This is an optimization exercise on Yosys and OpenROAD, whose aim is small area and a short achievable clock period, not a production implementation. Function was checked by simulation only, so behaviour that the tests miss may differ from the original. Power and IR drop assume default switching activity.

File: flow/design.v
`timescale 1ns/10ps
module MBF(clk, reset, x_valid, x_in, y_valid, z_valid, y, z);
input          clk;
input          reset;
input          x_valid;
input   [7:0]  x_in;
output         y_valid;
output         z_valid;
output  [7:0]  y;
output  [7:0]  z;
reg  [7:0] x0;           
reg        sh, nsh;      
reg        hd, nhd;      
always @(posedge clk) begin
    x0  <= x_in ^ 8'h7f;
    sh  <= x_valid & ~reset;
    nsh <= ~(x_valid & ~reset);
    hd  <= ~x_valid & ~reset;
    nhd <= ~(~x_valid & ~reset);
end
reg  [7:0] d0;
wire [7:0] d0_n;
reg  [7:0] d1;
wire [7:0] d1_n;
reg  [7:0] d2;
wire [7:0] d2_n;
reg  [7:0] d3;
wire [7:0] d3_n;
reg  [7:0] d4;
wire [7:0] d4_n;
reg  [7:0] d5;
wire [7:0] d5_n;
reg  [7:0] d6;
wire [7:0] d6_n;
reg  [7:0] d7;
wire [7:0] d7_n;
reg  [7:0] d8;
wire [7:0] d8_n;
reg  [7:0] d9;
wire [7:0] d9_n;
reg  [7:0] d10;
wire [7:0] d10_n;
reg  [7:0] d11;
wire [7:0] d11_n;
reg  [7:0] d12;
wire [7:0] d12_n;
reg  [7:0] d13;
wire [7:0] d13_n;
reg  [7:0] d14;
wire [7:0] d14_n;
MBF_dl_o22a u_d0_0 (x0[0], d0[0], nsh, nhd, d0_n[0]);
MBF_dl_o22a u_d0_1 (x0[1], d0[1], nsh, nhd, d0_n[1]);
MBF_dl_o22a u_d0_2 (x0[2], d0[2], nsh, nhd, d0_n[2]);
MBF_dl_o22a u_d0_3 (x0[3], d0[3], nsh, nhd, d0_n[3]);
MBF_dl_o22a u_d0_4 (x0[4], d0[4], nsh, nhd, d0_n[4]);
MBF_dl_o22a u_d0_5 (x0[5], d0[5], nsh, nhd, d0_n[5]);
MBF_dl_o22a u_d0_6 (x0[6], d0[6], nsh, nhd, d0_n[6]);
MBF_dl_a22o u_d0_7 (x0[7], d0[7], sh, hd, d0_n[7]);
MBF_dl_a2bb2o u_d1_0 (d0[0], d1[0], nsh, hd, d1_n[0]);
MBF_dl_a2bb2o u_d1_1 (d0[1], d1[1], nsh, hd, d1_n[1]);
MBF_dl_a2bb2o u_d1_2 (d0[2], d1[2], nsh, hd, d1_n[2]);
MBF_dl_a2bb2o u_d1_3 (d0[3], d1[3], nsh, hd, d1_n[3]);
MBF_dl_a2bb2o u_d1_4 (d0[4], d1[4], nsh, hd, d1_n[4]);
MBF_dl_a2bb2o u_d1_5 (d0[5], d1[5], nsh, hd, d1_n[5]);
MBF_dl_a2bb2o u_d1_6 (d0[6], d1[6], nsh, hd, d1_n[6]);
MBF_dl_o2bb2a u_d1_7 (d0[7], d1[7], sh, nhd, d1_n[7]);
MBF_dl_a22o u_d2_0 (d1[0], d2[0], sh, hd, d2_n[0]);
MBF_dl_a22o u_d2_1 (d1[1], d2[1], sh, hd, d2_n[1]);
MBF_dl_a22o u_d2_2 (d1[2], d2[2], sh, hd, d2_n[2]);
MBF_dl_a22o u_d2_3 (d1[3], d2[3], sh, hd, d2_n[3]);
MBF_dl_a22o u_d2_4 (d1[4], d2[4], sh, hd, d2_n[4]);
MBF_dl_a22o u_d2_5 (d1[5], d2[5], sh, hd, d2_n[5]);
MBF_dl_a22o u_d2_6 (d1[6], d2[6], sh, hd, d2_n[6]);
MBF_dl_o22a u_d2_7 (d1[7], d2[7], nsh, nhd, d2_n[7]);
MBF_dl_o2bb2a u_d3_0 (d2[0], d3[0], sh, nhd, d3_n[0]);
MBF_dl_o2bb2a u_d3_1 (d2[1], d3[1], sh, nhd, d3_n[1]);
MBF_dl_o2bb2a u_d3_2 (d2[2], d3[2], sh, nhd, d3_n[2]);
MBF_dl_o2bb2a u_d3_3 (d2[3], d3[3], sh, nhd, d3_n[3]);
MBF_dl_o2bb2a u_d3_4 (d2[4], d3[4], sh, nhd, d3_n[4]);
MBF_dl_o2bb2a u_d3_5 (d2[5], d3[5], sh, nhd, d3_n[5]);
MBF_dl_o2bb2a u_d3_6 (d2[6], d3[6], sh, nhd, d3_n[6]);
MBF_dl_a2bb2o u_d3_7 (d2[7], d3[7], nsh, hd, d3_n[7]);
MBF_dl_o22a u_d4_0 (d3[0], d4[0], nsh, nhd, d4_n[0]);
MBF_dl_o22a u_d4_1 (d3[1], d4[1], nsh, nhd, d4_n[1]);
MBF_dl_o22a u_d4_2 (d3[2], d4[2], nsh, nhd, d4_n[2]);
MBF_dl_o22a u_d4_3 (d3[3], d4[3], nsh, nhd, d4_n[3]);
MBF_dl_o22a u_d4_4 (d3[4], d4[4], nsh, nhd, d4_n[4]);
MBF_dl_o22a u_d4_5 (d3[5], d4[5], nsh, nhd, d4_n[5]);
MBF_dl_o22a u_d4_6 (d3[6], d4[6], nsh, nhd, d4_n[6]);
MBF_dl_a22o u_d4_7 (d3[7], d4[7], sh, hd, d4_n[7]);
MBF_dl_a2bb2o u_d5_0 (d4[0], d5[0], nsh, hd, d5_n[0]);
MBF_dl_a2bb2o u_d5_1 (d4[1], d5[1], nsh, hd, d5_n[1]);
MBF_dl_a2bb2o u_d5_2 (d4[2], d5[2], nsh, hd, d5_n[2]);
MBF_dl_a2bb2o u_d5_3 (d4[3], d5[3], nsh, hd, d5_n[3]);
MBF_dl_a2bb2o u_d5_4 (d4[4], d5[4], nsh, hd, d5_n[4]);
MBF_dl_a2bb2o u_d5_5 (d4[5], d5[5], nsh, hd, d5_n[5]);
MBF_dl_a2bb2o u_d5_6 (d4[6], d5[6], nsh, hd, d5_n[6]);
MBF_dl_o2bb2a u_d5_7 (d4[7], d5[7], sh, nhd, d5_n[7]);
MBF_dl_a22o u_d6_0 (d5[0], d6[0], sh, hd, d6_n[0]);
MBF_dl_a22o u_d6_1 (d5[1], d6[1], sh, hd, d6_n[1]);
MBF_dl_a22o u_d6_2 (d5[2], d6[2], sh, hd, d6_n[2]);
MBF_dl_a22o u_d6_3 (d5[3], d6[3], sh, hd, d6_n[3]);
MBF_dl_a22o u_d6_4 (d5[4], d6[4], sh, hd, d6_n[4]);
MBF_dl_a22o u_d6_5 (d5[5], d6[5], sh, hd, d6_n[5]);
MBF_dl_a22o u_d6_6 (d5[6], d6[6], sh, hd, d6_n[6]);
MBF_dl_o22a u_d6_7 (d5[7], d6[7], nsh, nhd, d6_n[7]);
MBF_dl_a22o u_d7_0 (d6[0], d7[0], sh, hd, d7_n[0]);
MBF_dl_a22o u_d7_1 (d6[1], d7[1], sh, hd, d7_n[1]);
MBF_dl_a22o u_d7_2 (d6[2], d7[2], sh, hd, d7_n[2]);
MBF_dl_a22o u_d7_3 (d6[3], d7[3], sh, hd, d7_n[3]);
MBF_dl_a22o u_d7_4 (d6[4], d7[4], sh, hd, d7_n[4]);
MBF_dl_a22o u_d7_5 (d6[5], d7[5], sh, hd, d7_n[5]);
MBF_dl_a22o u_d7_6 (d6[6], d7[6], sh, hd, d7_n[6]);
MBF_dl_o22a u_d7_7 (d6[7], d7[7], nsh, nhd, d7_n[7]);
MBF_dl_a22o u_d8_0 (d7[0], d8[0], sh, hd, d8_n[0]);
MBF_dl_a22o u_d8_1 (d7[1], d8[1], sh, hd, d8_n[1]);
MBF_dl_a22o u_d8_2 (d7[2], d8[2], sh, hd, d8_n[2]);
MBF_dl_a22o u_d8_3 (d7[3], d8[3], sh, hd, d8_n[3]);
MBF_dl_a22o u_d8_4 (d7[4], d8[4], sh, hd, d8_n[4]);
MBF_dl_a22o u_d8_5 (d7[5], d8[5], sh, hd, d8_n[5]);
MBF_dl_a22o u_d8_6 (d7[6], d8[6], sh, hd, d8_n[6]);
MBF_dl_o22a u_d8_7 (d7[7], d8[7], nsh, nhd, d8_n[7]);
MBF_dl_o2bb2a u_d9_0 (d8[0], d9[0], sh, nhd, d9_n[0]);
MBF_dl_o2bb2a u_d9_1 (d8[1], d9[1], sh, nhd, d9_n[1]);
MBF_dl_o2bb2a u_d9_2 (d8[2], d9[2], sh, nhd, d9_n[2]);
MBF_dl_o2bb2a u_d9_3 (d8[3], d9[3], sh, nhd, d9_n[3]);
MBF_dl_o2bb2a u_d9_4 (d8[4], d9[4], sh, nhd, d9_n[4]);
MBF_dl_o2bb2a u_d9_5 (d8[5], d9[5], sh, nhd, d9_n[5]);
MBF_dl_o2bb2a u_d9_6 (d8[6], d9[6], sh, nhd, d9_n[6]);
MBF_dl_a2bb2o u_d9_7 (d8[7], d9[7], nsh, hd, d9_n[7]);
MBF_dl_o22a u_d10_0 (d9[0], d10[0], nsh, nhd, d10_n[0]);
MBF_dl_o22a u_d10_1 (d9[1], d10[1], nsh, nhd, d10_n[1]);
MBF_dl_o22a u_d10_2 (d9[2], d10[2], nsh, nhd, d10_n[2]);
MBF_dl_o22a u_d10_3 (d9[3], d10[3], nsh, nhd, d10_n[3]);
MBF_dl_o22a u_d10_4 (d9[4], d10[4], nsh, nhd, d10_n[4]);
MBF_dl_o22a u_d10_5 (d9[5], d10[5], nsh, nhd, d10_n[5]);
MBF_dl_o22a u_d10_6 (d9[6], d10[6], nsh, nhd, d10_n[6]);
MBF_dl_a22o u_d10_7 (d9[7], d10[7], sh, hd, d10_n[7]);
MBF_dl_a2bb2o u_d11_0 (d10[0], d11[0], nsh, hd, d11_n[0]);
MBF_dl_a2bb2o u_d11_1 (d10[1], d11[1], nsh, hd, d11_n[1]);
MBF_dl_a2bb2o u_d11_2 (d10[2], d11[2], nsh, hd, d11_n[2]);
MBF_dl_a2bb2o u_d11_3 (d10[3], d11[3], nsh, hd, d11_n[3]);
MBF_dl_a2bb2o u_d11_4 (d10[4], d11[4], nsh, hd, d11_n[4]);
MBF_dl_a2bb2o u_d11_5 (d10[5], d11[5], nsh, hd, d11_n[5]);
MBF_dl_a2bb2o u_d11_6 (d10[6], d11[6], nsh, hd, d11_n[6]);
MBF_dl_o2bb2a u_d11_7 (d10[7], d11[7], sh, nhd, d11_n[7]);
MBF_dl_a22o u_d12_0 (d11[0], d12[0], sh, hd, d12_n[0]);
MBF_dl_a22o u_d12_1 (d11[1], d12[1], sh, hd, d12_n[1]);
MBF_dl_a22o u_d12_2 (d11[2], d12[2], sh, hd, d12_n[2]);
MBF_dl_a22o u_d12_3 (d11[3], d12[3], sh, hd, d12_n[3]);
MBF_dl_a22o u_d12_4 (d11[4], d12[4], sh, hd, d12_n[4]);
MBF_dl_a22o u_d12_5 (d11[5], d12[5], sh, hd, d12_n[5]);
MBF_dl_a22o u_d12_6 (d11[6], d12[6], sh, hd, d12_n[6]);
MBF_dl_o22a u_d12_7 (d11[7], d12[7], nsh, nhd, d12_n[7]);
MBF_dl_o2bb2a u_d13_0 (d12[0], d13[0], sh, nhd, d13_n[0]);
MBF_dl_o2bb2a u_d13_1 (d12[1], d13[1], sh, nhd, d13_n[1]);
MBF_dl_o2bb2a u_d13_2 (d12[2], d13[2], sh, nhd, d13_n[2]);
MBF_dl_o2bb2a u_d13_3 (d12[3], d13[3], sh, nhd, d13_n[3]);
MBF_dl_o2bb2a u_d13_4 (d12[4], d13[4], sh, nhd, d13_n[4]);
MBF_dl_o2bb2a u_d13_5 (d12[5], d13[5], sh, nhd, d13_n[5]);
MBF_dl_o2bb2a u_d13_6 (d12[6], d13[6], sh, nhd, d13_n[6]);
MBF_dl_a2bb2o u_d13_7 (d12[7], d13[7], nsh, hd, d13_n[7]);
MBF_dl_o22a u_d14_0 (d13[0], d14[0], nsh, nhd, d14_n[0]);
MBF_dl_o22a u_d14_1 (d13[1], d14[1], nsh, nhd, d14_n[1]);
MBF_dl_o22a u_d14_2 (d13[2], d14[2], nsh, nhd, d14_n[2]);
MBF_dl_o22a u_d14_3 (d13[3], d14[3], nsh, nhd, d14_n[3]);
MBF_dl_o22a u_d14_4 (d13[4], d14[4], nsh, nhd, d14_n[4]);
MBF_dl_o22a u_d14_5 (d13[5], d14[5], nsh, nhd, d14_n[5]);
MBF_dl_o22a u_d14_6 (d13[6], d14[6], nsh, nhd, d14_n[6]);
MBF_dl_a22o u_d14_7 (d13[7], d14[7], sh, hd, d14_n[7]);
always @(posedge clk) begin
    d0 <= d0_n;
    d1 <= d1_n;
    d2 <= d2_n;
    d3 <= d3_n;
    d4 <= d4_n;
    d5 <= d5_n;
    d6 <= d6_n;
    d7 <= d7_n;
    d8 <= d8_n;
    d9 <= d9_n;
    d10 <= d10_n;
    d11 <= d11_n;
    d12 <= d12_n;
    d13 <= d13_n;
    d14 <= d14_n;
end
reg pe0_0;
reg pe1_0;
reg pe1_1;
reg pe2_0;
reg pe2_1;
reg pe3_0;
reg pe3_1;
reg pe4_0;
reg pe4_1;
reg pe5_0;
reg pe5_1;
reg pe6_0;
reg pe6_1;
reg pe7_0;
reg pe7_1;
reg pe8_0;
reg pe8_1;
reg pe9_0;
reg pe9_1;
reg pe10_0;
reg pe10_1;
reg pe11_0;
reg pe11_1;
reg pe12_0;
reg pe12_1;
reg pe13_0;
reg pe13_1;
reg pe14_0;
reg pe14_1;
reg pe15_0;
reg pe15_1;
reg po0_0;
reg po1_0;
reg po1_1;
reg po2_0;
reg po2_1;
reg po3_0;
reg po3_1;
reg po4_0;
reg po4_1;
reg po5_0;
reg po5_1;
reg po6_0;
reg po6_1;
reg po7_0;
reg po7_1;
reg po8_0;
reg po8_1;
reg po9_0;
reg po9_1;
reg po10_0;
reg po10_1;
reg po11_0;
reg po11_1;
reg po12_0;
reg po12_1;
reg po13_0;
reg po13_1;
reg po14_0;
reg po14_1;
reg po15_0;
reg po15_1;
wire npo0_0 = ~po0_0;
wire npo1_0 = ~po1_0;
wire npo1_1 = ~po1_1;
wire npo2_0 = ~po2_0;
wire npo2_1 = ~po2_1;
wire npo3_0 = ~po3_0;
wire npo3_1 = ~po3_1;
wire npo4_0 = ~po4_0;
wire npo4_1 = ~po4_1;
wire npo5_0 = ~po5_0;
wire npo5_1 = ~po5_1;
wire npo6_0 = ~po6_0;
wire npo6_1 = ~po6_1;
wire npo7_0 = ~po7_0;
wire npo7_1 = ~po7_1;
wire npo8_0 = ~po8_0;
wire npo8_1 = ~po8_1;
wire npo9_0 = ~po9_0;
wire npo9_1 = ~po9_1;
wire npo10_0 = ~po10_0;
wire npo10_1 = ~po10_1;
wire npo11_0 = ~po11_0;
wire npo11_1 = ~po11_1;
wire npo12_0 = ~po12_0;
wire npo12_1 = ~po12_1;
wire npo13_0 = ~po13_0;
wire npo13_1 = ~po13_1;
wire npo14_0 = ~po14_0;
wire npo14_1 = ~po14_1;
wire npo15_0 = ~po15_0;
wire npo15_1 = ~po15_1;
wire es1, ec2;
MBF_ha u_es1 (.a(x0[5]), .b(d1[3]), .s(es1), .co(ec2));
wire es3, ec4;
MBF_fa u_es3 (.a(x0[6]), .b(d1[4]), .c(d3[3]), .s(es3), .co(ec4));
wire es5, ec6;
MBF_ha u_es5 (.a(d3[2]), .b(d5[2]), .s(es5), .co(ec6));
wire es7, ec8;
MBF_fa u_es7 (.a(x0[7]), .b(d1[5]), .c(d3[4]), .s(es7), .co(ec8));
wire es9, ec10;
MBF_fa u_es9 (.a(d3[3]), .b(d5[3]), .c(d5[1]), .s(es9), .co(ec10));
wire es11, ec12;
MBF_fa u_es11 (.a(d1[6]), .b(d3[5]), .c(d3[4]), .s(es11), .co(ec12));
wire es13, ec14;
MBF_fa u_es13 (.a(d5[4]), .b(d5[2]), .c(d7[0]), .s(es13), .co(ec14));
wire es15, ec16;
MBF_fa u_es15 (.a(d1[7]), .b(d3[6]), .c(d3[5]), .s(es15), .co(ec16));
wire es17, ec18;
MBF_ha u_es17 (.a(d5[5]), .b(d5[3]), .s(es17), .co(ec18));
wire es19, ec20;
MBF_ha u_es19 (.a(d3[7]), .b(d3[6]), .s(es19), .co(ec20));
wire es21, ec22;
MBF_ha u_es21 (.a(x0[3]), .b(d1[1]), .s(es21), .co(ec22));
wire es23, ec24;
MBF_fa u_es23 (.a(x0[4]), .b(d1[2]), .c(d3[1]), .s(es23), .co(ec24));
wire es25, ec26;
MBF_fa u_es25 (.a(d3[0]), .b(d5[0]), .c(d9[1]), .s(es25), .co(ec26));
wire es27, ec28;
MBF_fa u_es27 (.a(es1), .b(d3[2]), .c(d3[1]), .s(es27), .co(ec28));
wire es29, ec30;
MBF_fa u_es29 (.a(d5[1]), .b(d9[2]), .c(d9[0]), .s(es29), .co(ec30));
wire es31, ec32;
MBF_ha u_es31 (.a(d11[3]), .b(d11[2]), .s(es31), .co(ec32));
wire es33, ec34;
MBF_fa u_es33 (.a(ec2), .b(es3), .c(es5), .s(es33), .co(ec34));
wire es35, ec36;
MBF_fa u_es35 (.a(d5[0]), .b(d9[3]), .c(d9[1]), .s(es35), .co(ec36));
wire es37, ec38;
MBF_fa u_es37 (.a(d11[4]), .b(d11[3]), .c(d13[5]), .s(es37), .co(ec38));
wire es39, ec40;
MBF_fa u_es39 (.a(ec4), .b(ec6), .c(es7), .s(es39), .co(ec40));
wire es41, ec42;
MBF_fa u_es41 (.a(es9), .b(d9[4]), .c(d9[2]), .s(es41), .co(ec42));
wire es43, ec44;
MBF_fa u_es43 (.a(d11[5]), .b(d11[4]), .c(d13[6]), .s(es43), .co(ec44));
wire es45, ec46;
MBF_fa u_es45 (.a(ec8), .b(ec10), .c(es11), .s(es45), .co(ec46));
wire es47, ec48;
MBF_fa u_es47 (.a(es13), .b(d9[5]), .c(d9[3]), .s(es47), .co(ec48));
wire es49, ec50;
MBF_fa u_es49 (.a(d11[6]), .b(d11[5]), .c(d13[7]), .s(es49), .co(ec50));
wire es51, ec52;
MBF_fa u_es51 (.a(ec12), .b(ec14), .c(es15), .s(es51), .co(ec52));
wire es53, ec54;
MBF_fa u_es53 (.a(es17), .b(d7[1]), .c(d9[6]), .s(es53), .co(ec54));
wire es55, ec56;
MBF_fa u_es55 (.a(d9[4]), .b(d11[7]), .c(d11[6]), .s(es55), .co(ec56));
wire es57, ec58;
MBF_fa u_es57 (.a(ec16), .b(ec18), .c(es19), .s(es57), .co(ec58));
wire es59, ec60;
MBF_fa u_es59 (.a(d5[6]), .b(d5[4]), .c(d7[2]), .s(es59), .co(ec60));
wire es61, ec62;
MBF_fa u_es61 (.a(d9[7]), .b(d9[5]), .c(d11[7]), .s(es61), .co(ec62));
wire es63, ec64;
MBF_fa u_es63 (.a(ec20), .b(d3[7]), .c(d5[7]), .s(es63), .co(ec64));
wire es65, ec66;
MBF_ha u_es65 (.a(d5[5]), .b(d7[3]), .s(es65), .co(ec66));
wire es67, ec68;
MBF_fa u_es67 (.a(es21), .b(d3[0]), .c(d9[0]), .s(es67), .co(ec68));
wire es69, ec70;
MBF_fa u_es69 (.a(ec22), .b(es23), .c(es25), .s(es69), .co(ec70));
wire es71, ec72;
MBF_ha u_es71 (.a(d11[2]), .b(d11[1]), .s(es71), .co(ec72));
wire es73, ec74;
MBF_fa u_es73 (.a(ec24), .b(ec26), .c(es27), .s(es73), .co(ec74));
wire es75, ec76;
MBF_fa u_es75 (.a(es29), .b(es31), .c(d13[4]), .s(es75), .co(ec76));
wire es77, ec78;
MBF_fa u_es77 (.a(ec28), .b(ec30), .c(ec32), .s(es77), .co(ec78));
wire es79, ec80;
MBF_fa u_es79 (.a(es33), .b(es35), .c(es37), .s(es79), .co(ec80));
wire es81, ec82;
MBF_fa u_es81 (.a(ec34), .b(ec36), .c(ec38), .s(es81), .co(ec82));
wire es83, ec84;
MBF_fa u_es83 (.a(es39), .b(es41), .c(es43), .s(es83), .co(ec84));
wire es85, ec86;
MBF_fa u_es85 (.a(ec40), .b(ec42), .c(ec44), .s(es85), .co(ec86));
wire es87, ec88;
MBF_fa u_es87 (.a(es45), .b(es47), .c(es49), .s(es87), .co(ec88));
wire es89, ec90;
MBF_fa u_es89 (.a(ec46), .b(ec48), .c(ec50), .s(es89), .co(ec90));
wire es91, ec92;
MBF_fa u_es91 (.a(es51), .b(es53), .c(es55), .s(es91), .co(ec92));
wire es93, ec94;
MBF_fa u_es93 (.a(ec52), .b(ec54), .c(ec56), .s(es93), .co(ec94));
wire es95, ec96;
MBF_fa u_es95 (.a(es57), .b(es59), .c(es61), .s(es95), .co(ec96));
wire es97, ec98;
MBF_fa u_es97 (.a(ec58), .b(ec60), .c(ec62), .s(es97), .co(ec98));
wire es99, ec100;
MBF_fa u_es99 (.a(es63), .b(es65), .c(d9[6]), .s(es99), .co(ec100));
wire es101, ec102;
MBF_fa u_es101 (.a(ec64), .b(ec66), .c(d5[6]), .s(es101), .co(ec102));
wire es103, ec104;
MBF_ha u_es103 (.a(d7[4]), .b(d9[7]), .s(es103), .co(ec104));
wire es105, ec106;
MBF_ha u_es105 (.a(x0[2]), .b(d1[0]), .s(es105), .co(ec106));
wire es107, ec108;
MBF_fa u_es107 (.a(es67), .b(d11[1]), .c(d11[0]), .s(es107), .co(ec108));
wire es109, ec110;
MBF_fa u_es109 (.a(ec68), .b(es69), .c(es71), .s(es109), .co(ec110));
wire es111, ec112;
MBF_fa u_es111 (.a(ec70), .b(ec72), .c(es73), .s(es111), .co(ec112));
wire es113, ec114;
MBF_fa u_es113 (.a(ec74), .b(ec76), .c(es77), .s(es113), .co(ec114));
wire es115, ec116;
MBF_fa u_es115 (.a(ec78), .b(ec80), .c(es81), .s(es115), .co(ec116));
wire es117, ec118;
MBF_fa u_es117 (.a(ec82), .b(ec84), .c(es85), .s(es117), .co(ec118));
wire es119, ec120;
MBF_fa u_es119 (.a(ec86), .b(ec88), .c(es89), .s(es119), .co(ec120));
wire es121, ec122;
MBF_fa u_es121 (.a(ec90), .b(ec92), .c(es93), .s(es121), .co(ec122));
wire es123, ec124;
MBF_fa u_es123 (.a(ec94), .b(ec96), .c(es97), .s(es123), .co(ec124));
wire es125, ec126;
MBF_fa u_es125 (.a(ec98), .b(ec100), .c(es101), .s(es125), .co(ec126));
wire es127, ec128;
MBF_fa u_es127 (.a(ec102), .b(ec104), .c(d5[7]), .s(es127), .co(ec128));
wire es129, ec130;
MBF_ha u_es129 (.a(es105), .b(d11[0]), .s(es129), .co(ec130));
wire es131, ec132;
MBF_fa u_es131 (.a(ec106), .b(es107), .c(d13[2]), .s(es131), .co(ec132));
wire es133, ec134;
MBF_fa u_es133 (.a(ec108), .b(es109), .c(d13[3]), .s(es133), .co(ec134));
wire es135, ec136;
MBF_fa u_es135 (.a(ec110), .b(es111), .c(es75), .s(es135), .co(ec136));
wire es137, ec138;
MBF_fa u_es137 (.a(ec112), .b(es113), .c(es79), .s(es137), .co(ec138));
wire es139, ec140;
MBF_fa u_es139 (.a(ec114), .b(es115), .c(es83), .s(es139), .co(ec140));
wire es141, ec142;
MBF_fa u_es141 (.a(ec116), .b(es117), .c(es87), .s(es141), .co(ec142));
wire es143, ec144;
MBF_fa u_es143 (.a(ec118), .b(es119), .c(es91), .s(es143), .co(ec144));
wire es145, ec146;
MBF_fa u_es145 (.a(ec120), .b(es121), .c(es95), .s(es145), .co(ec146));
wire es147, ec148;
MBF_fa u_es147 (.a(ec122), .b(es123), .c(es99), .s(es147), .co(ec148));
wire es149, ec150;
MBF_fa u_es149 (.a(ec124), .b(es125), .c(es103), .s(es149), .co(ec150));
wire es151, ec152;
MBF_fa u_es151 (.a(ec126), .b(es127), .c(d7[5]), .s(es151), .co(ec152));
wire es153, ec154;
MBF_ha u_es153 (.a(ec128), .b(d7[6]), .s(es153), .co(ec154));
wire os155, oc156;
MBF_ha u_os155 (.a(d0[4]), .b(d2[3]), .s(os155), .co(oc156));
wire os157, oc158;
MBF_fa u_os157 (.a(d0[5]), .b(d2[4]), .c(d2[3]), .s(os157), .co(oc158));
wire os159, oc160;
MBF_ha u_os159 (.a(d4[3]), .b(d4[1]), .s(os159), .co(oc160));
wire os161, oc162;
MBF_fa u_os161 (.a(d0[6]), .b(d2[5]), .c(d2[4]), .s(os161), .co(oc162));
wire os163, oc164;
MBF_fa u_os163 (.a(d4[4]), .b(d4[2]), .c(d8[3]), .s(os163), .co(oc164));
wire os165, oc166;
MBF_fa u_os165 (.a(d0[7]), .b(d2[6]), .c(d2[5]), .s(os165), .co(oc166));
wire os167, oc168;
MBF_fa u_os167 (.a(d4[5]), .b(d4[3]), .c(d6[0]), .s(os167), .co(oc168));
wire os169, oc170;
MBF_fa u_os169 (.a(d2[7]), .b(d2[6]), .c(d4[6]), .s(os169), .co(oc170));
wire os171, oc172;
MBF_ha u_os171 (.a(d4[4]), .b(d6[1]), .s(os171), .co(oc172));
wire os173, oc174;
MBF_ha u_os173 (.a(d2[7]), .b(d4[7]), .s(os173), .co(oc174));
wire os175, oc176;
MBF_ha u_os175 (.a(d0[2]), .b(d2[1]), .s(os175), .co(oc176));
wire os177, oc178;
MBF_fa u_os177 (.a(d0[3]), .b(d2[2]), .c(d2[1]), .s(os177), .co(oc178));
wire os179, oc180;
MBF_fa u_os179 (.a(d4[1]), .b(d8[0]), .c(d10[1]), .s(os179), .co(oc180));
wire os181, oc182;
MBF_fa u_os181 (.a(os155), .b(d2[2]), .c(d4[2]), .s(os181), .co(oc182));
wire os183, oc184;
MBF_fa u_os183 (.a(d4[0]), .b(d8[1]), .c(d10[2]), .s(os183), .co(oc184));
wire os185, oc186;
MBF_ha u_os185 (.a(d10[1]), .b(d12[3]), .s(os185), .co(oc186));
wire os187, oc188;
MBF_fa u_os187 (.a(oc156), .b(os157), .c(os159), .s(os187), .co(oc188));
wire os189, oc190;
MBF_fa u_os189 (.a(d8[2]), .b(d8[0]), .c(d10[3]), .s(os189), .co(oc190));
wire os191, oc192;
MBF_fa u_os191 (.a(d10[2]), .b(d12[4]), .c(d14[6]), .s(os191), .co(oc192));
wire os193, oc194;
MBF_fa u_os193 (.a(oc158), .b(oc160), .c(os161), .s(os193), .co(oc194));
wire os195, oc196;
MBF_fa u_os195 (.a(os163), .b(d8[1]), .c(d10[4]), .s(os195), .co(oc196));
wire os197, oc198;
MBF_fa u_os197 (.a(d10[3]), .b(d12[5]), .c(d14[7]), .s(os197), .co(oc198));
wire os199, oc200;
MBF_fa u_os199 (.a(oc162), .b(oc164), .c(os165), .s(os199), .co(oc200));
wire os201, oc202;
MBF_fa u_os201 (.a(os167), .b(d8[4]), .c(d8[2]), .s(os201), .co(oc202));
wire os203, oc204;
MBF_fa u_os203 (.a(d10[5]), .b(d10[4]), .c(d12[6]), .s(os203), .co(oc204));
wire os205, oc206;
MBF_fa u_os205 (.a(oc166), .b(oc168), .c(os169), .s(os205), .co(oc206));
wire os207, oc208;
MBF_fa u_os207 (.a(os171), .b(d8[5]), .c(d8[3]), .s(os207), .co(oc208));
wire os209, oc210;
MBF_fa u_os209 (.a(d10[6]), .b(d10[5]), .c(d12[7]), .s(os209), .co(oc210));
wire os211, oc212;
MBF_fa u_os211 (.a(oc170), .b(oc172), .c(os173), .s(os211), .co(oc212));
wire os213, oc214;
MBF_fa u_os213 (.a(d4[5]), .b(d6[2]), .c(d8[6]), .s(os213), .co(oc214));
wire os215, oc216;
MBF_fa u_os215 (.a(d8[4]), .b(d10[7]), .c(d10[6]), .s(os215), .co(oc216));
wire os217, oc218;
MBF_fa u_os217 (.a(oc174), .b(d4[6]), .c(d6[3]), .s(os217), .co(oc218));
wire os219, oc220;
MBF_ha u_os219 (.a(d8[7]), .b(d8[5]), .s(os219), .co(oc220));
wire os221, oc222;
MBF_fa u_os221 (.a(os175), .b(d2[0]), .c(d4[0]), .s(os221), .co(oc222));
wire os223, oc224;
MBF_fa u_os223 (.a(oc176), .b(os177), .c(os179), .s(os223), .co(oc224));
wire os225, oc226;
MBF_ha u_os225 (.a(d10[0]), .b(d12[2]), .s(os225), .co(oc226));
wire os227, oc228;
MBF_fa u_os227 (.a(oc178), .b(oc180), .c(os181), .s(os227), .co(oc228));
wire os229, oc230;
MBF_fa u_os229 (.a(os183), .b(os185), .c(d14[5]), .s(os229), .co(oc230));
wire os231, oc232;
MBF_fa u_os231 (.a(oc182), .b(oc184), .c(oc186), .s(os231), .co(oc232));
wire os233, oc234;
MBF_fa u_os233 (.a(os187), .b(os189), .c(os191), .s(os233), .co(oc234));
wire os235, oc236;
MBF_fa u_os235 (.a(oc188), .b(oc190), .c(oc192), .s(os235), .co(oc236));
wire os237, oc238;
MBF_fa u_os237 (.a(os193), .b(os195), .c(os197), .s(os237), .co(oc238));
wire os239, oc240;
MBF_fa u_os239 (.a(oc194), .b(oc196), .c(oc198), .s(os239), .co(oc240));
wire os241, oc242;
MBF_fa u_os241 (.a(os199), .b(os201), .c(os203), .s(os241), .co(oc242));
wire os243, oc244;
MBF_fa u_os243 (.a(oc200), .b(oc202), .c(oc204), .s(os243), .co(oc244));
wire os245, oc246;
MBF_fa u_os245 (.a(os205), .b(os207), .c(os209), .s(os245), .co(oc246));
wire os247, oc248;
MBF_fa u_os247 (.a(oc206), .b(oc208), .c(oc210), .s(os247), .co(oc248));
wire os249, oc250;
MBF_fa u_os249 (.a(os211), .b(os213), .c(os215), .s(os249), .co(oc250));
wire os251, oc252;
MBF_fa u_os251 (.a(oc212), .b(oc214), .c(oc216), .s(os251), .co(oc252));
wire os253, oc254;
MBF_fa u_os253 (.a(os217), .b(os219), .c(d10[7]), .s(os253), .co(oc254));
wire os255, oc256;
MBF_fa u_os255 (.a(oc218), .b(oc220), .c(d4[7]), .s(os255), .co(oc256));
wire os257, oc258;
MBF_ha u_os257 (.a(d6[4]), .b(d8[6]), .s(os257), .co(oc258));
wire os259, oc260;
MBF_ha u_os259 (.a(d0[1]), .b(d2[0]), .s(os259), .co(oc260));
wire os261, oc262;
MBF_fa u_os261 (.a(os221), .b(d10[0]), .c(d12[1]), .s(os261), .co(oc262));
wire os263, oc264;
MBF_fa u_os263 (.a(oc222), .b(os223), .c(os225), .s(os263), .co(oc264));
wire os265, oc266;
MBF_fa u_os265 (.a(oc224), .b(oc226), .c(os227), .s(os265), .co(oc266));
wire os267, oc268;
MBF_fa u_os267 (.a(oc228), .b(oc230), .c(os231), .s(os267), .co(oc268));
wire os269, oc270;
MBF_fa u_os269 (.a(oc232), .b(oc234), .c(os235), .s(os269), .co(oc270));
wire os271, oc272;
MBF_fa u_os271 (.a(oc236), .b(oc238), .c(os239), .s(os271), .co(oc272));
wire os273, oc274;
MBF_fa u_os273 (.a(oc240), .b(oc242), .c(os243), .s(os273), .co(oc274));
wire os275, oc276;
MBF_fa u_os275 (.a(oc244), .b(oc246), .c(os247), .s(os275), .co(oc276));
wire os277, oc278;
MBF_fa u_os277 (.a(oc248), .b(oc250), .c(os251), .s(os277), .co(oc278));
wire os279, oc280;
MBF_fa u_os279 (.a(oc252), .b(oc254), .c(os255), .s(os279), .co(oc280));
wire os281, oc282;
MBF_fa u_os281 (.a(oc256), .b(oc258), .c(d6[5]), .s(os281), .co(oc282));
wire os283, oc284;
MBF_ha u_os283 (.a(os259), .b(d12[0]), .s(os283), .co(oc284));
wire os285, oc286;
MBF_fa u_os285 (.a(oc260), .b(os261), .c(d14[3]), .s(os285), .co(oc286));
wire os287, oc288;
MBF_fa u_os287 (.a(oc262), .b(os263), .c(d14[4]), .s(os287), .co(oc288));
wire os289, oc290;
MBF_fa u_os289 (.a(oc264), .b(os265), .c(os229), .s(os289), .co(oc290));
wire os291, oc292;
MBF_fa u_os291 (.a(oc266), .b(os267), .c(os233), .s(os291), .co(oc292));
wire os293, oc294;
MBF_fa u_os293 (.a(oc268), .b(os269), .c(os237), .s(os293), .co(oc294));
wire os295, oc296;
MBF_fa u_os295 (.a(oc270), .b(os271), .c(os241), .s(os295), .co(oc296));
wire os297, oc298;
MBF_fa u_os297 (.a(oc272), .b(os273), .c(os245), .s(os297), .co(oc298));
wire os299, oc300;
MBF_fa u_os299 (.a(oc274), .b(os275), .c(os249), .s(os299), .co(oc300));
wire os301, oc302;
MBF_fa u_os301 (.a(oc276), .b(os277), .c(os253), .s(os301), .co(oc302));
wire os303, oc304;
MBF_fa u_os303 (.a(oc278), .b(os279), .c(os257), .s(os303), .co(oc304));
wire os305, oc306;
MBF_fa u_os305 (.a(oc280), .b(os281), .c(d8[7]), .s(os305), .co(oc306));
wire os307, oc308;
MBF_ha u_os307 (.a(oc282), .b(d6[6]), .s(os307), .co(oc308));
wire ls309, lc310;
assign ls309 = pe2_0 ^ pe2_1;
assign lc310 = pe2_0 | pe2_1;
wire ls311, lc312;
MBF_ha u_ls311 (.a(pe3_0), .b(pe3_1), .s(ls311), .co(lc312));
wire ls313, lc314;
MBF_ha u_ls313 (.a(pe4_0), .b(pe4_1), .s(ls313), .co(lc314));
wire ls315, lc316;
MBF_ha u_ls315 (.a(pe5_0), .b(pe5_1), .s(ls315), .co(lc316));
wire ls317, lc318;
MBF_ha u_ls317 (.a(pe6_0), .b(pe6_1), .s(ls317), .co(lc318));
wire ls319, lc320;
assign ls319 = pe7_0 ^ pe7_1;
assign lc320 = pe7_0 | pe7_1;
wire ls321, lc322;
MBF_ha u_ls321 (.a(pe8_0), .b(pe8_1), .s(ls321), .co(lc322));
wire ls323, lc324;
assign ls323 = pe9_0 ^ pe9_1;
assign lc324 = pe9_0 | pe9_1;
wire ls325, lc326;
assign ls325 = pe10_0 ^ pe10_1;
assign lc326 = pe10_0 | pe10_1;
wire ls327, lc328;
assign ls327 = pe11_0 ^ pe11_1;
assign lc328 = pe11_0 | pe11_1;
wire ls329, lc330;
assign ls329 = pe12_0 ^ pe12_1;
assign lc330 = pe12_0 | pe12_1;
wire ls331, lc332;
MBF_ha u_ls331 (.a(pe13_0), .b(pe13_1), .s(ls331), .co(lc332));
wire ls333, lc334;
assign ls333 = pe14_0 ^ pe14_1;
assign lc334 = pe14_0 | pe14_1;
wire ls335, lc336;
MBF_ha u_ls335 (.a(pe15_0), .b(pe15_1), .s(ls335), .co(lc336));
wire ls337, lc338;
MBF_ha u_ls337 (.a(pe1_1), .b(po1_0), .s(ls337), .co(lc338));
wire ls339, lc340;
MBF_fa u_ls339 (.a(pe1_0), .b(po2_0), .c(po2_1), .s(ls339), .co(lc340));
wire ls341, lc342;
MBF_fa u_ls341 (.a(lc310), .b(ls311), .c(po3_0), .s(ls341), .co(lc342));
wire ls343, lc344;
MBF_fa u_ls343 (.a(lc312), .b(ls313), .c(po4_0), .s(ls343), .co(lc344));
wire ls345, lc346;
MBF_fa u_ls345 (.a(lc314), .b(ls315), .c(po5_0), .s(ls345), .co(lc346));
wire ls347, lc348;
MBF_fa u_ls347 (.a(lc316), .b(ls317), .c(po6_0), .s(ls347), .co(lc348));
wire ls349, lc350;
MBF_fa u_ls349 (.a(lc318), .b(po7_0), .c(po7_1), .s(ls349), .co(lc350));
wire ls351, lc352;
MBF_fa u_ls351 (.a(lc320), .b(ls321), .c(po8_0), .s(ls351), .co(lc352));
wire ls353, lc354;
MBF_fa u_ls353 (.a(lc322), .b(po9_0), .c(po9_1), .s(ls353), .co(lc354));
wire ls355, lc356;
MBF_fa u_ls355 (.a(lc324), .b(po10_0), .c(po10_1), .s(ls355), .co(lc356));
wire ls357, lc358;
MBF_fa u_ls357 (.a(lc326), .b(po11_0), .c(po11_1), .s(ls357), .co(lc358));
wire ls359, lc360;
MBF_fa u_ls359 (.a(lc328), .b(po12_0), .c(po12_1), .s(ls359), .co(lc360));
wire ls361, lc362;
MBF_fa u_ls361 (.a(lc330), .b(ls331), .c(po13_0), .s(ls361), .co(lc362));
wire ls363, lc364;
MBF_fa u_ls363 (.a(lc332), .b(po14_0), .c(po14_1), .s(ls363), .co(lc364));
wire ls365, lc366;
MBF_fa u_ls365 (.a(lc334), .b(ls335), .c(po15_0), .s(ls365), .co(lc366));
wire ls367, lc368;
MBF_ha u_ls367 (.a(ls337), .b(po1_1), .s(ls367), .co(lc368));
wire ls369, lc370;
MBF_fa u_ls369 (.a(lc338), .b(ls339), .c(~ls309), .s(ls369), .co(lc370));
wire ls371, lc372;
MBF_fa u_ls371 (.a(lc340), .b(ls341), .c(po3_1), .s(ls371), .co(lc372));
wire ls373, lc374;
MBF_fa u_ls373 (.a(lc342), .b(ls343), .c(po4_1), .s(ls373), .co(lc374));
wire ls375, lc376;
MBF_fa u_ls375 (.a(lc344), .b(ls345), .c(po5_1), .s(ls375), .co(lc376));
wire ls377, lc378;
MBF_fa u_ls377 (.a(lc346), .b(ls347), .c(po6_1), .s(ls377), .co(lc378));
wire ls379, lc380;
MBF_fa u_ls379 (.a(lc348), .b(ls349), .c(~ls319), .s(ls379), .co(lc380));
wire ls381, lc382;
MBF_fa u_ls381 (.a(lc350), .b(ls351), .c(po8_1), .s(ls381), .co(lc382));
wire ls383, lc384;
MBF_fa u_ls383 (.a(lc352), .b(ls353), .c(~ls323), .s(ls383), .co(lc384));
wire ls385, lc386;
MBF_fa u_ls385 (.a(lc354), .b(ls355), .c(~ls325), .s(ls385), .co(lc386));
wire ls387, lc388;
MBF_fa u_ls387 (.a(lc356), .b(ls357), .c(~ls327), .s(ls387), .co(lc388));
wire ls389, lc390;
MBF_fa u_ls389 (.a(lc358), .b(ls359), .c(~ls329), .s(ls389), .co(lc390));
wire ls391, lc392;
MBF_fa u_ls391 (.a(lc360), .b(ls361), .c(po13_1), .s(ls391), .co(lc392));
wire ls393, lc394;
MBF_fa u_ls393 (.a(lc362), .b(ls363), .c(~ls333), .s(ls393), .co(lc394));
wire ls395, lc396;
MBF_fa u_ls395 (.a(lc364), .b(ls365), .c(po15_1), .s(ls395), .co(lc396));
wire ls397, lc398;
MBF_ha u_ls397 (.a(lc366), .b(lc336), .s(ls397), .co(lc398));
wire hs399, hc400;
MBF_ha u_hs399 (.a(pe2_0), .b(pe2_1), .s(hs399), .co(hc400));
wire hs401, hc402;
MBF_ha u_hs401 (.a(pe3_0), .b(pe3_1), .s(hs401), .co(hc402));
wire hs403, hc404;
MBF_ha u_hs403 (.a(pe4_0), .b(pe4_1), .s(hs403), .co(hc404));
wire hs405, hc406;
MBF_ha u_hs405 (.a(pe5_0), .b(pe5_1), .s(hs405), .co(hc406));
wire hs407, hc408;
MBF_ha u_hs407 (.a(pe6_0), .b(pe6_1), .s(hs407), .co(hc408));
wire hs409, hc410;
MBF_ha u_hs409 (.a(pe7_0), .b(pe7_1), .s(hs409), .co(hc410));
wire hs411, hc412;
assign hs411 = pe8_0 ^ pe8_1;
assign hc412 = pe8_0 | pe8_1;
wire hs413, hc414;
MBF_ha u_hs413 (.a(pe9_0), .b(pe9_1), .s(hs413), .co(hc414));
wire hs415, hc416;
MBF_ha u_hs415 (.a(pe10_0), .b(pe10_1), .s(hs415), .co(hc416));
wire hs417, hc418;
MBF_ha u_hs417 (.a(pe11_0), .b(pe11_1), .s(hs417), .co(hc418));
wire hs419, hc420;
MBF_ha u_hs419 (.a(pe12_0), .b(pe12_1), .s(hs419), .co(hc420));
wire hs421, hc422;
MBF_ha u_hs421 (.a(pe13_0), .b(pe13_1), .s(hs421), .co(hc422));
wire hs423, hc424;
MBF_ha u_hs423 (.a(pe14_0), .b(pe14_1), .s(hs423), .co(hc424));
wire hs425, hc426;
MBF_ha u_hs425 (.a(pe15_0), .b(pe15_1), .s(hs425), .co(hc426));
wire hs427, hc428;
MBF_ha u_hs427 (.a(pe1_1), .b(npo1_0), .s(hs427), .co(hc428));
wire hs429, hc430;
MBF_fa u_hs429 (.a(pe1_0), .b(hs399), .c(npo2_0), .s(hs429), .co(hc430));
wire hs431, hc432;
MBF_fa u_hs431 (.a(hc400), .b(hs401), .c(npo3_0), .s(hs431), .co(hc432));
wire hs433, hc434;
MBF_fa u_hs433 (.a(hc402), .b(hs403), .c(npo4_0), .s(hs433), .co(hc434));
wire hs435, hc436;
MBF_fa u_hs435 (.a(hc404), .b(hs405), .c(npo5_0), .s(hs435), .co(hc436));
wire hs437, hc438;
MBF_fa u_hs437 (.a(hc406), .b(hs407), .c(npo6_0), .s(hs437), .co(hc438));
wire hs439, hc440;
MBF_fa u_hs439 (.a(hc408), .b(hs409), .c(npo7_0), .s(hs439), .co(hc440));
wire hs441, hc442;
MBF_fa u_hs441 (.a(hc410), .b(npo8_0), .c(npo8_1), .s(hs441), .co(hc442));
wire hs443, hc444;
MBF_fa u_hs443 (.a(hc412), .b(hs413), .c(npo9_0), .s(hs443), .co(hc444));
wire hs445, hc446;
MBF_fa u_hs445 (.a(hc414), .b(hs415), .c(npo10_0), .s(hs445), .co(hc446));
wire hs447, hc448;
MBF_fa u_hs447 (.a(hc416), .b(hs417), .c(npo11_0), .s(hs447), .co(hc448));
wire hs449, hc450;
MBF_fa u_hs449 (.a(hc418), .b(hs419), .c(npo12_0), .s(hs449), .co(hc450));
wire hs451, hc452;
MBF_fa u_hs451 (.a(hc420), .b(hs421), .c(npo13_0), .s(hs451), .co(hc452));
wire hs453, hc454;
MBF_fa u_hs453 (.a(hc422), .b(hs423), .c(npo14_0), .s(hs453), .co(hc454));
wire hs455, hc456;
MBF_fa u_hs455 (.a(hc424), .b(hs425), .c(npo15_0), .s(hs455), .co(hc456));
wire hs457, hc458;
MBF_fa u_hs457 (.a(hs427), .b(npo1_1), .c(~pe1_0), .s(hs457), .co(hc458));
wire hs459, hc460;
MBF_fa u_hs459 (.a(hc428), .b(hs429), .c(npo2_1), .s(hs459), .co(hc460));
wire hs461, hc462;
MBF_fa u_hs461 (.a(hc430), .b(hs431), .c(npo3_1), .s(hs461), .co(hc462));
wire hs463, hc464;
MBF_fa u_hs463 (.a(hc432), .b(hs433), .c(npo4_1), .s(hs463), .co(hc464));
wire hs465, hc466;
MBF_fa u_hs465 (.a(hc434), .b(hs435), .c(npo5_1), .s(hs465), .co(hc466));
wire hs467, hc468;
MBF_fa u_hs467 (.a(hc436), .b(hs437), .c(npo6_1), .s(hs467), .co(hc468));
wire hs469, hc470;
MBF_fa u_hs469 (.a(hc438), .b(hs439), .c(npo7_1), .s(hs469), .co(hc470));
wire hs471, hc472;
MBF_fa u_hs471 (.a(hc440), .b(hs441), .c(~hs411), .s(hs471), .co(hc472));
wire hs473, hc474;
MBF_fa u_hs473 (.a(hc442), .b(hs443), .c(npo9_1), .s(hs473), .co(hc474));
wire hs475, hc476;
MBF_fa u_hs475 (.a(hc444), .b(hs445), .c(npo10_1), .s(hs475), .co(hc476));
wire hs477, hc478;
MBF_fa u_hs477 (.a(hc446), .b(hs447), .c(npo11_1), .s(hs477), .co(hc478));
wire hs479, hc480;
MBF_fa u_hs479 (.a(hc448), .b(hs449), .c(npo12_1), .s(hs479), .co(hc480));
wire hs481, hc482;
MBF_fa u_hs481 (.a(hc450), .b(hs451), .c(npo13_1), .s(hs481), .co(hc482));
wire hs483, hc484;
MBF_fa u_hs483 (.a(hc452), .b(hs453), .c(npo14_1), .s(hs483), .co(hc484));
wire hs485, hc486;
MBF_fa u_hs485 (.a(hc454), .b(hs455), .c(npo15_1), .s(hs485), .co(hc486));
wire hs487, hc488;
MBF_ha u_hs487 (.a(hc456), .b(hc426), .s(hs487), .co(hc488));
always @(posedge clk) begin
    pe0_0 <= x0[0];
    pe1_0 <= x0[1];
    pe1_1 <= d13[0];
    pe2_0 <= es129;
    pe2_1 <= d13[1];
    pe3_0 <= ec130;
    pe3_1 <= es131;
    pe4_0 <= ec132;
    pe4_1 <= es133;
    pe5_0 <= ec134;
    pe5_1 <= es135;
    pe6_0 <= ec136;
    pe6_1 <= es137;
    pe7_0 <= ec138;
    pe7_1 <= es139;
    pe8_0 <= ec140;
    pe8_1 <= es141;
    pe9_0 <= ec142;
    pe9_1 <= es143;
    pe10_0 <= ec144;
    pe10_1 <= es145;
    pe11_0 <= ec146;
    pe11_1 <= es147;
    pe12_0 <= ec148;
    pe12_1 <= es149;
    pe13_0 <= ec150;
    pe13_1 <= es151;
    pe14_0 <= ec152;
    pe14_1 <= es153;
    pe15_0 <= ec154;
    pe15_1 <= d7[7];
    po0_0 <= d14[0];
    po1_0 <= d0[0];
    po1_1 <= d14[1];
    po2_0 <= os283;
    po2_1 <= d14[2];
    po3_0 <= oc284;
    po3_1 <= os285;
    po4_0 <= oc286;
    po4_1 <= os287;
    po5_0 <= oc288;
    po5_1 <= os289;
    po6_0 <= oc290;
    po6_1 <= os291;
    po7_0 <= oc292;
    po7_1 <= os293;
    po8_0 <= oc294;
    po8_1 <= os295;
    po9_0 <= oc296;
    po9_1 <= os297;
    po10_0 <= oc298;
    po10_1 <= os299;
    po11_0 <= oc300;
    po11_1 <= os301;
    po12_0 <= oc302;
    po12_1 <= os303;
    po13_0 <= oc304;
    po13_1 <= os305;
    po14_0 <= oc306;
    po14_1 <= os307;
    po15_0 <= oc308;
    po15_1 <= d6[7];
end
wire [16:0] sl = {lc396, lc394, lc392, lc390, lc388, lc386, lc384, lc382, lc380, lc378, lc376, lc374, lc372, lc370, lc368, ls367, pe0_0}
                + {ls397, ls395, ls393, ls391, ls389, ls387, ls385, ls383, ls381, ls379, ls377, ls375, ls373, ls371, ls369, ~pe1_0, po0_0};
wire [16:0] sh2 = {hc486, hc484, hc482, hc480, hc478, hc476, hc474, hc472, hc470, hc468, hc466, hc464, hc462, hc460, hc458, pe0_0, ~pe0_0}
                + {hs487, hs485, hs483, hs481, hs479, hs477, hs475, hs473, hs471, hs469, hs467, hs465, hs463, hs461, hs459, hs457, npo0_0};
reg  [7:0] y_r, z_r;
reg        v2, v3;
always @(posedge clk) begin
    y_r <= sl[16:9];
    z_r <= sh2[16:9];
    v2 <= sh & ~reset;
    v3 <= v2 & ~reset;
end
assign y = y_r;
assign z = z_r;
assign y_valid = v3;
assign z_valid = v3;
endmodule
module MBF_fa(a, b, c, s, co);
input  a, b, c;
output s, co;
assign s  = a ^ b ^ c;
assign co = (a & b) | (a & c) | (b & c);
endmodule
module MBF_dl_a22o(p, q, sh, hd, n);
input  p, q, sh, hd;
output n;
assign n = (sh & p) | (hd & q);
endmodule
module MBF_dl_o22a(p, q, nsh, nhd, n);
input  p, q, nsh, nhd;
output n;
assign n = (p | nsh) & (q | nhd);
endmodule
module MBF_dl_a2bb2o(p, q, nsh, hd, n);
input  p, q, nsh, hd;
output n;
assign n = (~nsh & ~p) | (hd & q);
endmodule
module MBF_dl_o2bb2a(p, q, sh, nhd, n);
input  p, q, sh, nhd;
output n;
assign n = (~p | ~sh) & (q | nhd);
endmodule
module MBF_ha(a, b, s, co);
input  a, b;
output s, co;
assign s  = a ^ b;
assign co = a & b;
endmodule
File: flow/run.sh
#!/bin/bash
# synth_recipe.tcl (not shown) runs the flow's synth.tcl, then flattens the netlist and writes it again
# the make line also repeats each setting of config.mk as NAME=value (left out here)
make -C /OpenROAD-flow-scripts/flow DESIGN_CONFIG=/design/flow/config.mk WORK_HOME=/design/flow/orfs CLKGATE_MAP_FILE= SYNTH_SCRIPT=/design/flow/synth_recipe.tcl finish
File: flow/config.mk
export PLATFORM = sky130hd
export DESIGN_NAME = MBF
export DESIGN_NICKNAME = MBF
export VERILOG_FILES = /design/flow/design.v
export SDC_FILE = /design/flow/constraint.sdc
export NUM_CORES = 4
export LEC_CHECK = 0
export CAP_MARGIN = 20
export CORE_MARGIN = 2
export CORE_UTILIZATION = 40
export SLEW_MARGIN = 20
export SYNTH_HIERARCHICAL = 1
File: flow/constraint.sdc
create_clock -name core_clock -period 12.0 [get_ports {clk}]
set_input_delay 2.4000 -clock core_clock [delete_from_list [all_inputs] [get_ports {clk}]]
set_output_delay 2.4000 -clock core_clock [all_outputs]
set_load 0.01 [all_outputs]
==> run notes <==
-- layout by cell type, fill, tap and decap left out, types with 3 or more instances in the layout --
master           synthesis  layout
a21o_1                   4       4
a21oi_1                 19      19
a22o_1                  39      39
a2bb2oi_2               24      24
and2_1                   3       3
and3_1                   3       3
buf_4                    1       4
clkbuf_16                0      25
clkbuf_8                 0       3
clkdlybuf4s50_1          0      28
clkinv_2                 0       4
clkinvlp_4               0       4
dfxtp_1                212     208
dfxtp_2                  0       4
fa_1                   187     187
ha_1                    87      87
inv_1                   76      76
nand2_1                  7       7
nand4_1                  5       5
nor2_1                   6       6
nor2b_1                  3       3
nor3_1                   5       5
o211ai_1                 3       3
o21ai_0                 10      10
o22a_1                  33      33
o2bb2ai_2               24      24
xnor2_1                  5       5
xor2_1                  10      10
-- modules after synthesis (local to each module, per instance) --
module / cells inside / flops+latches
MBF_dl_o2bb2a: 1 / 0
MBF_ha: 1 / 0
MBF_dl_a2bb2o: 1 / 0
MBF_dl_o22a: 1 / 0
MBF: 442 / 212
MBF_dl_a22o: 1 / 0
MBF_fa: 1 / 0
-- cells by family (layout without fill, tap and decap cells) --
group	Yosys count	after routing	share of synthesized area
DFF	212	212	0.370
and+or+nand+nor	43	43	0.0209
AOI/OAI and AO/OA	177	177	0.151
xor gates and xnor gates	15	15	0.0115
adders and majority gates	274	274	0.421
buffers and inverters	77	150	0.0255
-- stage by stage --
stage	cell area, µm²	hold slack, ns	total power, µW	setup WS (ns)	std cells
after detailed placement	12300	0.340	2020	8.59	1207
after global routing	13100	0.362	2980	8.13	1249
after global placement	12300	0.340	1990	8.64	1207
after CTS	13100	0.351	2770	8.15	1249
after floorplan	11500	0.332	1710	9.11	798
final	13100	0.349	2730	8.19	1249
-- path summary, 6_finish.rpt --
path                              from      to  cells past startpoint
worst min-delay path             x0[0]   pe0_0                      0
worst max register to register   pe4_0  y_r[7]                      9
worst max-delay path            y_r[5]    y[5]                      1
worst min register to register   x0[0]   pe0_0                      0
-- where the power goes --
| group | total, µW | switching [µW] | internal (µW) |
|---|---|---|---|
| sequential | 813 | 31.8 | 782 |
| combinational | 1180 | 638 | 546 |
| clock | 737 | 296 | 442 |
-- cell type report --
cell class | count | area (µm²) | area share
Tap cell | 378 | 473 | 0.0362
Clock inverter | 12 | 128 | 0.00978
Multi-Input combinational cell | 509 | 6930 | 0.531
Sequential cell | 212 | 4250 | 0.326
Inverter | 76 | 285 | 0.0219
Timing Repair Buffer | 32 | 310 | 0.0238
Clock buffer | 30 | 674 | 0.0517
-- flip-flops by register name, indices dropped and copies added (netlist names), 8 cells and up --
register  flops
d9            8
d11           8
d8            8
d13           8
d12           8
d10           8
d4            8
d14           8
x0            8
z_r           8
d5            8
d0            8
d6            8
y_r           8
d2            8
d1            8
d7            8
d3            8
-- layer usage --
layer / vias to the layer above / part of all wire
li1: 2923 / -
met1: 3168 / 0.50
met2: 91 / 0.45
met3: 36 / 0.032
met4: 0 / 0.020
met5: - / 0
==> flow_summary.yaml <==
setup_path:
  crit_path_max_fanout: 1
  max_stage_delay_ns: 0.54
  path_class: "flip-flop to primary output"
  cp-end-kind: "primary output"
  r2r_slack_ns: 8.62
  worst-path-buf-inv: 1
  required_ns: 9.60
  critPathTopFamily: "buffers and inverters"
  critPathSlowestCell: "clkdlybuf4s50_1"
  path_cells: "clkdlybuf4s50_1"
  start_kind: "flip-flop"
  cp.arrival_ns: 1.41
clock_network:
  h-tree-depth: 1
  cts_tree: "yes"
  clkTransAtPathRegs_ns: 0.06
  clk_path_buf_depth: 3
  cts_resized: 0
  cts_root_buffer: "clkbuf_16"
  ctsHoldBuffers: 0
  cts.sinks: 212
  postCtsSetupRepairBufs: 0
  clk_latency_ns: 0.53
  cts_buffers: 25
floorplan:
  row_count: 61
  core_area_um2: 28000
  die_height_um: 173
  ios: 29
  die_x_um: 173
  die_area_um2: 30000
  initial_utilization: 0.410
yosys:
  yosysUniqueCellTypes: 45
  synth-main-ff-cell: "dfxtp_1"
  synth-seq-area-share: 0.370
  synthTopCellsByArea: "dfxtp_1, fa_1, ha_1"
  synth_area_um2: 11500
  yosys_warnings: 7
  syn_inst: 798
  async_flop_share: 0
  synth_edf_count: 0
  synth_nets: 1083
  yosysTopAreaCellShare: 0.370
  synthTopCellsByCount: "dfxtp_1, fa_1, ha_1, inv_1, a22o_1"
  yosysMostFrequentCell: "dfxtp_1"
  yosys.area.top_type: "dfxtp_1"
  ys_ff_latch: 212
  syn_area_per_cell_um2: 14.4
place:
  globalplace.congestion: 0.792
  hpwl_um: 17100
  io_buffers: 28
grt:
  gr-usage-met2: 0.250
  antenna_found_initial: 0
  gr-usage-met3: 0.0204
  grt_start_max_net_pins: 64
  grt-busiest-layer: "met2"
  first_global_vias: 6885
  grt.overflow.total: 0
  met1_usage: 0.222
  grt.total_usage: 0.155
  grt_pass1_wl_um: 37400
power:
  vdd_drop_max_v: 0.000121
  power_density_nw_per_um2: 210
  p_leak_uw: 0.00532
sta:
  rsz0062_at_grt: "no"
  min_period_ns: 3.81
  min_period_over_period: 0.318
  clock-skew-final_ns: 0.0225
  max_freq_mhz: 262
  relSlewSlack: 0.392
  tns_ns: 0
  tightest_slew_ns: 0.912
  setup-violations-final: 0
  hold_viol: 0
  final-max-slew-violation-count: 0
route:
  drt_iter0_drc: 310
  ant_nets: 0
  vias: 6218
  wl_um: 22300
  drc: 0
  post_drt_via_cell_ratio: 4.98
  wire_per_inst_um: 17.9
  drt_first_pass_iters: 4
cells_and_area:
  area_growth_pct: 13.8
  antenna_cells: 0
  final_nets: 1141
  nFillCells: 2525
  utilization: 0.466
  drive_gt1_frac: 0.121
status:
  status: "finished clean"
run:
  cap_violations: 0
worst_hold_path:
  hold_class: "flip-flop to flip-flop"

-- re-timing with driven ports --
No port has a modelled driver above. Below, the same layout with a new extraction and two added sets of constraints.
Step 1: set_driving_cell puts a clkbuf_16 on clk and a buf_2 on each other input, an assumption about the parent block.
Step 2 times the ports against the registers' clock, not the clock port: input delays grow and output delays shrink by t, the midpoint of the rising clock arrivals with the driver on.
Slacks: no drivers / after step 1 / after step 2; pairs: no drivers / after step 1.
t, ns: 0.568
setup slack, ns: 8.186 / 8.140 / 8.625
latest minus earliest clock arrival (ns): 0.024 / 0.024
After both steps setup and hold are still met in this run. For this run, drivers alone change the setup slack by -0.046 ns; drivers and shift together by +0.439 ns.
